Source: an optimization exercise on an open RTL-to-GDS flow (aim: small area). Production flows keep margins and buffers that such runs may drop. In this exercise RTL edits were held to simulation tests only and were not proved equivalent to the original. Power figures rest on the tool's default switching activity, not on a simulated workload.

==> 05-05: inputs <==
==> flow/design.v <==
module router_fifo(clock, resetn, write_enb, read_enb, soft_reset, data_in, lfd_state, empty, data_out);
  input clock, resetn, write_enb, read_enb, soft_reset, lfd_state;
  input [7:0] data_in;
  output empty;
  output reg [7:0] data_out;
  localparam DEPTH = 30;
  reg [8:0] mem [0:DEPTH-1];
  reg [4:0] cnt;
  reg [6:0] fifo_cntr;
  wire rd = read_enb & ~empty;
  wire [4:0] head_idx = cnt - 5'd1;
  wire [8:0] head = mem[head_idx];
  integer i;
  always @(posedge clock)
    if (write_enb) begin
      mem[0] <= {lfd_state, data_in};
      for (i = 1; i < DEPTH; i = i + 1)
        mem[i] <= mem[i-1];
    end
  always @(posedge clock)
    if (~resetn | soft_reset)
      cnt <= 5'd0;
    else if (write_enb & ~rd)
      cnt <= cnt + 5'd1;
    else if (~write_enb & rd)
      cnt <= cnt - 5'd1;
  always @(posedge clock)
    if (~resetn | soft_reset)
      fifo_cntr <= 7'd0;
    else if (rd) begin
      if (head[8])
        fifo_cntr <= {1'b0, head[7:2]} + 7'd1;
      else if (fifo_cntr != 7'd0)
        fifo_cntr <= fifo_cntr - 7'd1;
    end
  always @(posedge clock)
    if (~resetn | soft_reset)
      data_out <= 8'd0;
    else if ((fifo_cntr == 7'd0) && (data_out != 8'd0))
      data_out <= 8'd0;
    else if (rd)
      data_out <= head[7:0];
  assign empty = (cnt == 5'd0);
endmodule
module router_FSM(clock, resetn, pkt_valid, data_in, soft_reset_0, soft_reset_1, soft_reset_2,
                  fifo_empty_0, fifo_empty_1, fifo_empty_2, detect_add, ld_state, lfd_state,
                  write_enb_reg, rst_int_reg, busy);
  input clock, resetn, pkt_valid, soft_reset_0, soft_reset_1, soft_reset_2,
        fifo_empty_0, fifo_empty_1, fifo_empty_2;
  input [1:0] data_in;
  output detect_add, ld_state, lfd_state, write_enb_reg, rst_int_reg, busy;
  parameter DECODE_ADDRESS     = 3'b000,
            LOAD_FIRST_DATA    = 3'b001,
            LOAD_DATA          = 3'b010,
            LOAD_PARITY        = 3'b101,
            CHECK_PARITY_ERROR = 3'b110,
            WAIT_TILL_EMPTY    = 3'b111;
  reg [2:0] p_state, n_state;
  always @(posedge clock)
    if (~resetn)
      p_state <= DECODE_ADDRESS;
    else if ((soft_reset_0 && data_in==2'b00)||(soft_reset_1 && data_in==2'b01)||(soft_reset_2 && data_in==2'b10))
      p_state <= DECODE_ADDRESS;
    else
      p_state <= n_state;
  always @(*) begin
    n_state = DECODE_ADDRESS;
    if (data_in != 2'b11)
      case (p_state)
        DECODE_ADDRESS:
          if ((pkt_valid && (data_in[1:0]==2'b00) && fifo_empty_0)
             |(pkt_valid && (data_in[1:0]==2'b01) && fifo_empty_1)
             |(pkt_valid && (data_in[1:0]==2'b10) && fifo_empty_2))
            n_state = LOAD_FIRST_DATA;
          else if (pkt_valid)
            n_state = WAIT_TILL_EMPTY;
          else
            n_state = DECODE_ADDRESS;
        WAIT_TILL_EMPTY:
          if ((data_in[1:0]==2'b00) && (fifo_empty_0)
             |((data_in[1:0]==2'b01) && (fifo_empty_1)
             |(data_in[1:0]==2'b10) && (fifo_empty_2)))
            n_state = LOAD_FIRST_DATA;
          else
            n_state = WAIT_TILL_EMPTY;
        LOAD_FIRST_DATA:
          n_state = LOAD_DATA;
        LOAD_DATA:
          if (!pkt_valid)
            n_state = LOAD_PARITY;
          else
            n_state = LOAD_DATA;
        LOAD_PARITY:
          n_state = CHECK_PARITY_ERROR;
        default:
          n_state = DECODE_ADDRESS;
      endcase
  end
  assign detect_add    = (p_state == DECODE_ADDRESS);
  assign lfd_state     = (p_state == LOAD_FIRST_DATA);
  assign ld_state      = (p_state == LOAD_DATA);
  assign rst_int_reg   = (p_state == CHECK_PARITY_ERROR);
  assign write_enb_reg = (p_state == LOAD_DATA) | (p_state == LOAD_PARITY);
  assign busy          = ~((p_state == DECODE_ADDRESS) | (p_state == LOAD_DATA));
endmodule
module router_reg(clock, resetn, pkt_valid, data_in, rst_int_reg, detect_add, ld_state, lfd_state, err, dout);
  input clock, resetn, pkt_valid, rst_int_reg, detect_add, ld_state, lfd_state;
  input [7:0] data_in;
  output reg err;
  output reg [7:0] dout;
  reg [7:0] parity_diff;
  reg parity_done;
  always @(posedge clock)
    if (detect_add | ld_state)
      dout <= data_in;
  always @(posedge clock)
    if (detect_add)
      parity_diff <= 8'd0;
    else if (lfd_state)
      parity_diff <= parity_diff ^ dout;
    else if (ld_state)
      parity_diff <= parity_diff ^ data_in;
    else if (~pkt_valid && rst_int_reg)
      parity_diff <= 8'd0;
  always @(posedge clock)
    if (~resetn)
      parity_done <= 1'b0;
    else if (ld_state && ~pkt_valid)
      parity_done <= 1'b1;
    else if (detect_add)
      parity_done <= 1'b0;
  always @(posedge clock)
    if (~resetn)
      err <= 1'b0;
    else
      err <= parity_done && (parity_diff != 8'd0);
endmodule
module router_synch(clock, resetn, detect_add, data_in, write_enb_reg, read_enb_0, read_enb_1, read_enb_2,
                    empty_0, empty_1, empty_2, soft_reset_0, soft_reset_1, soft_reset_2, write_enb);
  input clock, resetn, detect_add, write_enb_reg;
  input [1:0] data_in;
  input read_enb_0, read_enb_1, read_enb_2, empty_0, empty_1, empty_2;
  output reg soft_reset_0, soft_reset_1, soft_reset_2;
  output [2:0] write_enb;
  reg [1:0] int_add_reg;
  reg [4:0] timer0, timer1, timer2;
  always @(posedge clock)
    if (detect_add)
      int_add_reg <= data_in;
  assign write_enb[0] = write_enb_reg & (int_add_reg == 2'b00);
  assign write_enb[1] = write_enb_reg & (int_add_reg == 2'b01);
  assign write_enb[2] = write_enb_reg & (int_add_reg == 2'b10);
  always @(posedge clock)
    if (~resetn) begin
      timer0 <= 5'd0;
      soft_reset_0 <= 1'b0;
    end else if (~empty_0 & ~read_enb_0) begin
      soft_reset_0 <= (timer0 == 5'd29);
      timer0 <= (timer0 == 5'd29) ? 5'd0 : timer0 + 5'd1;
    end
  always @(posedge clock)
    if (~resetn) begin
      timer1 <= 5'd0;
      soft_reset_1 <= 1'b0;
    end else if (~empty_1 & ~read_enb_1) begin
      soft_reset_1 <= (timer1 == 5'd29);
      timer1 <= (timer1 == 5'd29) ? 5'd0 : timer1 + 5'd1;
    end
  always @(posedge clock)
    if (~resetn) begin
      timer2 <= 5'd0;
      soft_reset_2 <= 1'b0;
    end else if (~empty_2 & ~read_enb_2) begin
      soft_reset_2 <= (timer2 == 5'd29);
      timer2 <= (timer2 == 5'd29) ? 5'd0 : timer2 + 5'd1;
    end
endmodule
module Router_top(clock, resetn, read_enb_0, read_enb_1, read_enb_2, pkt_valid, data_in,
                  data_out_0, data_out_1, data_out_2, valid_out_0, valid_out_1, valid_out_2, error, busy);
  input clock, resetn, read_enb_0, read_enb_1, read_enb_2, pkt_valid;
  input [7:0] data_in;
  output [7:0] data_out_0, data_out_1, data_out_2;
  output busy, error, valid_out_0, valid_out_1, valid_out_2;
  wire empty0, empty1, empty2;
  wire [7:0] d_out;
  wire lfd, ld, wr_en_reg, rst_reg, d_add;
  wire softr0, softr1, softr2;
  wire [2:0] wr_enb;
  reg lfd_s;
  always @(posedge clock)
    if (~resetn)
      lfd_s <= 1'b0;
    else
      lfd_s <= lfd;
  router_fifo rtr_fifo1(.clock(clock), .resetn(resetn), .write_enb(wr_enb[0]), .read_enb(read_enb_0),
                        .soft_reset(softr0), .data_in(d_out), .lfd_state(lfd_s), .empty(empty0), .data_out(data_out_0));
  router_fifo rtr_fifo2(.clock(clock), .resetn(resetn), .write_enb(wr_enb[1]), .read_enb(read_enb_1),
                        .soft_reset(softr1), .data_in(d_out), .lfd_state(lfd_s), .empty(empty1), .data_out(data_out_1));
  router_fifo rtr_fifo3(.clock(clock), .resetn(resetn), .write_enb(wr_enb[2]), .read_enb(read_enb_2),
                        .soft_reset(softr2), .data_in(d_out), .lfd_state(lfd_s), .empty(empty2), .data_out(data_out_2));
  router_FSM rtr_fsm(.clock(clock), .resetn(resetn), .pkt_valid(pkt_valid), .data_in(data_in[1:0]),
                     .soft_reset_0(softr0), .soft_reset_1(softr1), .soft_reset_2(softr2),
                     .fifo_empty_0(empty0), .fifo_empty_1(empty1), .fifo_empty_2(empty2),
                     .detect_add(d_add), .ld_state(ld), .lfd_state(lfd),
                     .write_enb_reg(wr_en_reg), .rst_int_reg(rst_reg), .busy(busy));
  router_reg rtr_reg(.clock(clock), .resetn(resetn), .pkt_valid(pkt_valid), .data_in(data_in),
                     .rst_int_reg(rst_reg), .detect_add(d_add), .ld_state(ld), .lfd_state(lfd),
                     .err(error), .dout(d_out));
  router_synch rtr_synch(.clock(clock), .resetn(resetn), .detect_add(d_add), .data_in(data_in[1:0]),
                         .write_enb_reg(wr_en_reg), .read_enb_0(read_enb_0), .read_enb_1(read_enb_1), .read_enb_2(read_enb_2),
                         .empty_0(empty0), .empty_1(empty1), .empty_2(empty2),
                         .soft_reset_0(softr0), .soft_reset_1(softr1), .soft_reset_2(softr2), .write_enb(wr_enb));
  assign valid_out_0 = ~empty0;
  assign valid_out_1 = ~empty1;
  assign valid_out_2 = ~empty2;
endmodule
==> flow/run.sh <==
#!/bin/bash
# synth_recipe.tcl (not shown) runs the flow's synth.tcl, then flattens the netlist and writes it again
# the make line also repeats each setting of config.mk as NAME=value (left out here)
make -C /OpenROAD-flow-scripts/flow DESIGN_CONFIG=/design/flow/config.mk WORK_HOME=/design/flow/orfs CLKGATE_MAP_FILE= SYNTH_SCRIPT=/design/flow/synth_recipe.tcl finish
==> flow/config.mk <==
export PLATFORM = sky130hd
export DESIGN_NAME = Router_top
export DESIGN_NICKNAME = Router_top
export VERILOG_FILES = /design/flow/design.v
export SDC_FILE = /design/flow/constraint.sdc
export NUM_CORES = 4
export LEC_CHECK = 0
export CAP_MARGIN = 20
export CORE_MARGIN = 2
export CORE_UTILIZATION = 40
export SLEW_MARGIN = 20
==> flow/constraint.sdc <==
create_clock -name core_clock -period 10.0 [get_ports {clock}]
set_input_delay 2.0000 -clock core_clock [delete_from_list [all_inputs] [get_ports {clock}]]
set_output_delay 2.0000 -clock core_clock [all_outputs]
set_load 0.01 [all_outputs]
==> 11-08: changes against 05-05 <==
--- a/flow/design.v
+++ b/flow/design.v
@@ -1,21 +1,56 @@
-module router_fifo(clock, resetn, write_enb, read_enb, soft_reset, data_in, lfd_state, empty, data_out);
-  input clock, resetn, write_enb, read_enb, soft_reset, lfd_state;
+module router_line(clock, write_tag, data_in, lfd_state, line_data, line_tag);
+  parameter DEPTH = 30;
+  input clock, lfd_state;
+  input [1:0] write_tag;
   input [7:0] data_in;
+  output [9*DEPTH-1:0] line_data;
+  output [2*DEPTH-1:0] line_tag;
+  reg [8:0] data [0:DEPTH-1];
+  reg [1:0] tag [0:DEPTH-1];
+  integer i;
+  always @(posedge clock) begin
+    data[0] <= {lfd_state, data_in};
+    tag[0] <= write_tag;
+    for (i = 1; i < DEPTH; i = i + 1) begin
+      data[i] <= data[i-1];
+      tag[i] <= tag[i-1];
+    end
+  end
+  genvar g;
+  generate
+    for (g = 0; g < DEPTH; g = g + 1) begin : flat
+      assign line_data[9*g +: 9] = data[g];
+      assign line_tag[2*g +: 2] = tag[g];
+    end
+  endgenerate
+endmodule
+module router_fifo(clock, resetn, write_enb, read_enb, soft_reset, line_data, line_tag, empty, data_out);
+  parameter DEPTH = 30;
+  parameter [1:0] ID = 2'd0;
+  input clock, resetn, write_enb, read_enb, soft_reset;
+  input [9*DEPTH-1:0] line_data;
+  input [2*DEPTH-1:0] line_tag;
   output empty;
   output reg [7:0] data_out;
-  localparam DEPTH = 30;
-  reg [8:0] mem [0:DEPTH-1];
   reg [4:0] cnt;
+  reg [4:0] head_idx;
   reg [6:0] fifo_cntr;
   wire rd = read_enb & ~empty;
-  wire [4:0] head_idx = cnt - 5'd1;
-  wire [8:0] head = mem[head_idx];
-  integer i;
-  always @(posedge clock)
-    if (write_enb) begin
-      mem[0] <= {lfd_state, data_in};
-      for (i = 1; i < DEPTH; i = i + 1)
-        mem[i] <= mem[i-1];
-    end
+  wire [8:0] head = line_data[9*head_idx +: 9];
+  reg [4:0] next_idx;
+  integer j;
+  always @(*) begin
+    next_idx = 5'd0;
+    for (j = 0; j < DEPTH; j = j + 1)
+      if (line_tag[2*j +: 2] == ID && j < head_idx)
+        next_idx = j + 1;
+  end
+  always @(posedge clock)
+    if (empty)
+      head_idx <= 5'd0;
+    else if (rd)
+      head_idx <= next_idx;
+    else
+      head_idx <= head_idx + 5'd1;
   always @(posedge clock)
     if (~resetn | soft_reset)
@@ -137,5 +172,5 @@
 endmodule
 module router_synch(clock, resetn, detect_add, data_in, write_enb_reg, read_enb_0, read_enb_1, read_enb_2,
-                    empty_0, empty_1, empty_2, soft_reset_0, soft_reset_1, soft_reset_2, write_enb);
+                    empty_0, empty_1, empty_2, soft_reset_0, soft_reset_1, soft_reset_2, write_enb, write_tag);
   input clock, resetn, detect_add, write_enb_reg;
   input [1:0] data_in;
@@ -143,4 +178,5 @@
   output reg soft_reset_0, soft_reset_1, soft_reset_2;
   output [2:0] write_enb;
+  output [1:0] write_tag;
   reg [1:0] int_add_reg;
   reg [4:0] timer0, timer1, timer2;
@@ -148,4 +184,5 @@
     if (detect_add)
       int_add_reg <= data_in;
+  assign write_tag = write_enb_reg ? int_add_reg : 2'b11;
   assign write_enb[0] = write_enb_reg & (int_add_reg == 2'b00);
   assign write_enb[1] = write_enb_reg & (int_add_reg == 2'b01);
@@ -187,4 +224,7 @@
   wire softr0, softr1, softr2;
   wire [2:0] wr_enb;
+  wire [1:0] wr_tag;
+  wire [9*30-1:0] line_data;
+  wire [2*30-1:0] line_tag;
   reg lfd_s;
   always @(posedge clock)
@@ -193,10 +233,12 @@
     else
       lfd_s <= lfd;
-  router_fifo rtr_fifo1(.clock(clock), .resetn(resetn), .write_enb(wr_enb[0]), .read_enb(read_enb_0),
-                        .soft_reset(softr0), .data_in(d_out), .lfd_state(lfd_s), .empty(empty0), .data_out(data_out_0));
-  router_fifo rtr_fifo2(.clock(clock), .resetn(resetn), .write_enb(wr_enb[1]), .read_enb(read_enb_1),
-                        .soft_reset(softr1), .data_in(d_out), .lfd_state(lfd_s), .empty(empty1), .data_out(data_out_1));
-  router_fifo rtr_fifo3(.clock(clock), .resetn(resetn), .write_enb(wr_enb[2]), .read_enb(read_enb_2),
-                        .soft_reset(softr2), .data_in(d_out), .lfd_state(lfd_s), .empty(empty2), .data_out(data_out_2));
+  router_line rtr_line(.clock(clock), .write_tag(wr_tag), .data_in(d_out), .lfd_state(lfd_s),
+                       .line_data(line_data), .line_tag(line_tag));
+  router_fifo #(.ID(2'd0)) rtr_fifo1(.clock(clock), .resetn(resetn), .write_enb(wr_enb[0]), .read_enb(read_enb_0),
+                        .soft_reset(softr0), .line_data(line_data), .line_tag(line_tag), .empty(empty0), .data_out(data_out_0));
+  router_fifo #(.ID(2'd1)) rtr_fifo2(.clock(clock), .resetn(resetn), .write_enb(wr_enb[1]), .read_enb(read_enb_1),
+                        .soft_reset(softr1), .line_data(line_data), .line_tag(line_tag), .empty(empty1), .data_out(data_out_1));
+  router_fifo #(.ID(2'd2)) rtr_fifo3(.clock(clock), .resetn(resetn), .write_enb(wr_enb[2]), .read_enb(read_enb_2),
+                        .soft_reset(softr2), .line_data(line_data), .line_tag(line_tag), .empty(empty2), .data_out(data_out_2));
   router_FSM rtr_fsm(.clock(clock), .resetn(resetn), .pkt_valid(pkt_valid), .data_in(data_in[1:0]),
                      .soft_reset_0(softr0), .soft_reset_1(softr1), .soft_reset_2(softr2),
@@ -210,5 +252,6 @@
                          .write_enb_reg(wr_en_reg), .read_enb_0(read_enb_0), .read_enb_1(read_enb_1), .read_enb_2(read_enb_2),
                          .empty_0(empty0), .empty_1(empty1), .empty_2(empty2),
-                         .soft_reset_0(softr0), .soft_reset_1(softr1), .soft_reset_2(softr2), .write_enb(wr_enb));
+                         .soft_reset_0(softr0), .soft_reset_1(softr1), .soft_reset_2(softr2),
+                         .write_enb(wr_enb), .write_tag(wr_tag));
   assign valid_out_0 = ~empty0;
   assign valid_out_1 = ~empty1;
==> notes <==
In 11-08 the sequential power is smaller than in 05-05, by about 44%.
Between 11-08 and 05-05, the lower setup slack is in 05-05 (gap 0.70 ns).
Against 05-05, the core utilization of 11-08 is lower by 0.52 points.
Against 11-08, the power of 05-05 is larger by about 70%.
Of 05-05 and 11-08, 11-08 has the higher global-route usage (gap 1.7 points).
Of 05-05 and 11-08, 05-05 has the higher via count (gap about 55%, measured against 11-08).
Routed wire length: 05-05 is higher than 11-08 (about 65%).
Area after synthesis: 11-08 is smaller than 05-05 (about 40%).

[what the ideal ports hide]
No port has a modelled driver above. Below, the same layouts with a new extraction and two added sets of constraints. Step 1, drivers: a clkbuf_16 drives clock and a buf_2 each remaining input, both assumed. Step 2 moves the port delays by t, midway between the first and last clock arrival at a register: inputs arrive t later, outputs are due t later. That takes back most of the time a late clock gives input paths. a / b / c = no drivers / after step 1 / after step 2; a / b = the first two.
run | t (ns) | setup slack, ns | worst setup path at the end | clock arrival spread, ns | slew at the worst register clock pin (ns)
05-05 | 0.730 | 4.438 / 4.370 / 4.858 | input to register | 0.038 / 0.037 | 0.07 / 0.07
11-08 | 0.647 | 5.134 / 5.170 / 4.523 | input to register | 0.026 / 0.026 | 0.07 / 0.07
After both steps setup and hold are still met in every run listed. The setup slack of 11-08, which loses most, moves by +0.036 ns with the drivers and by -0.611 ns with both steps.
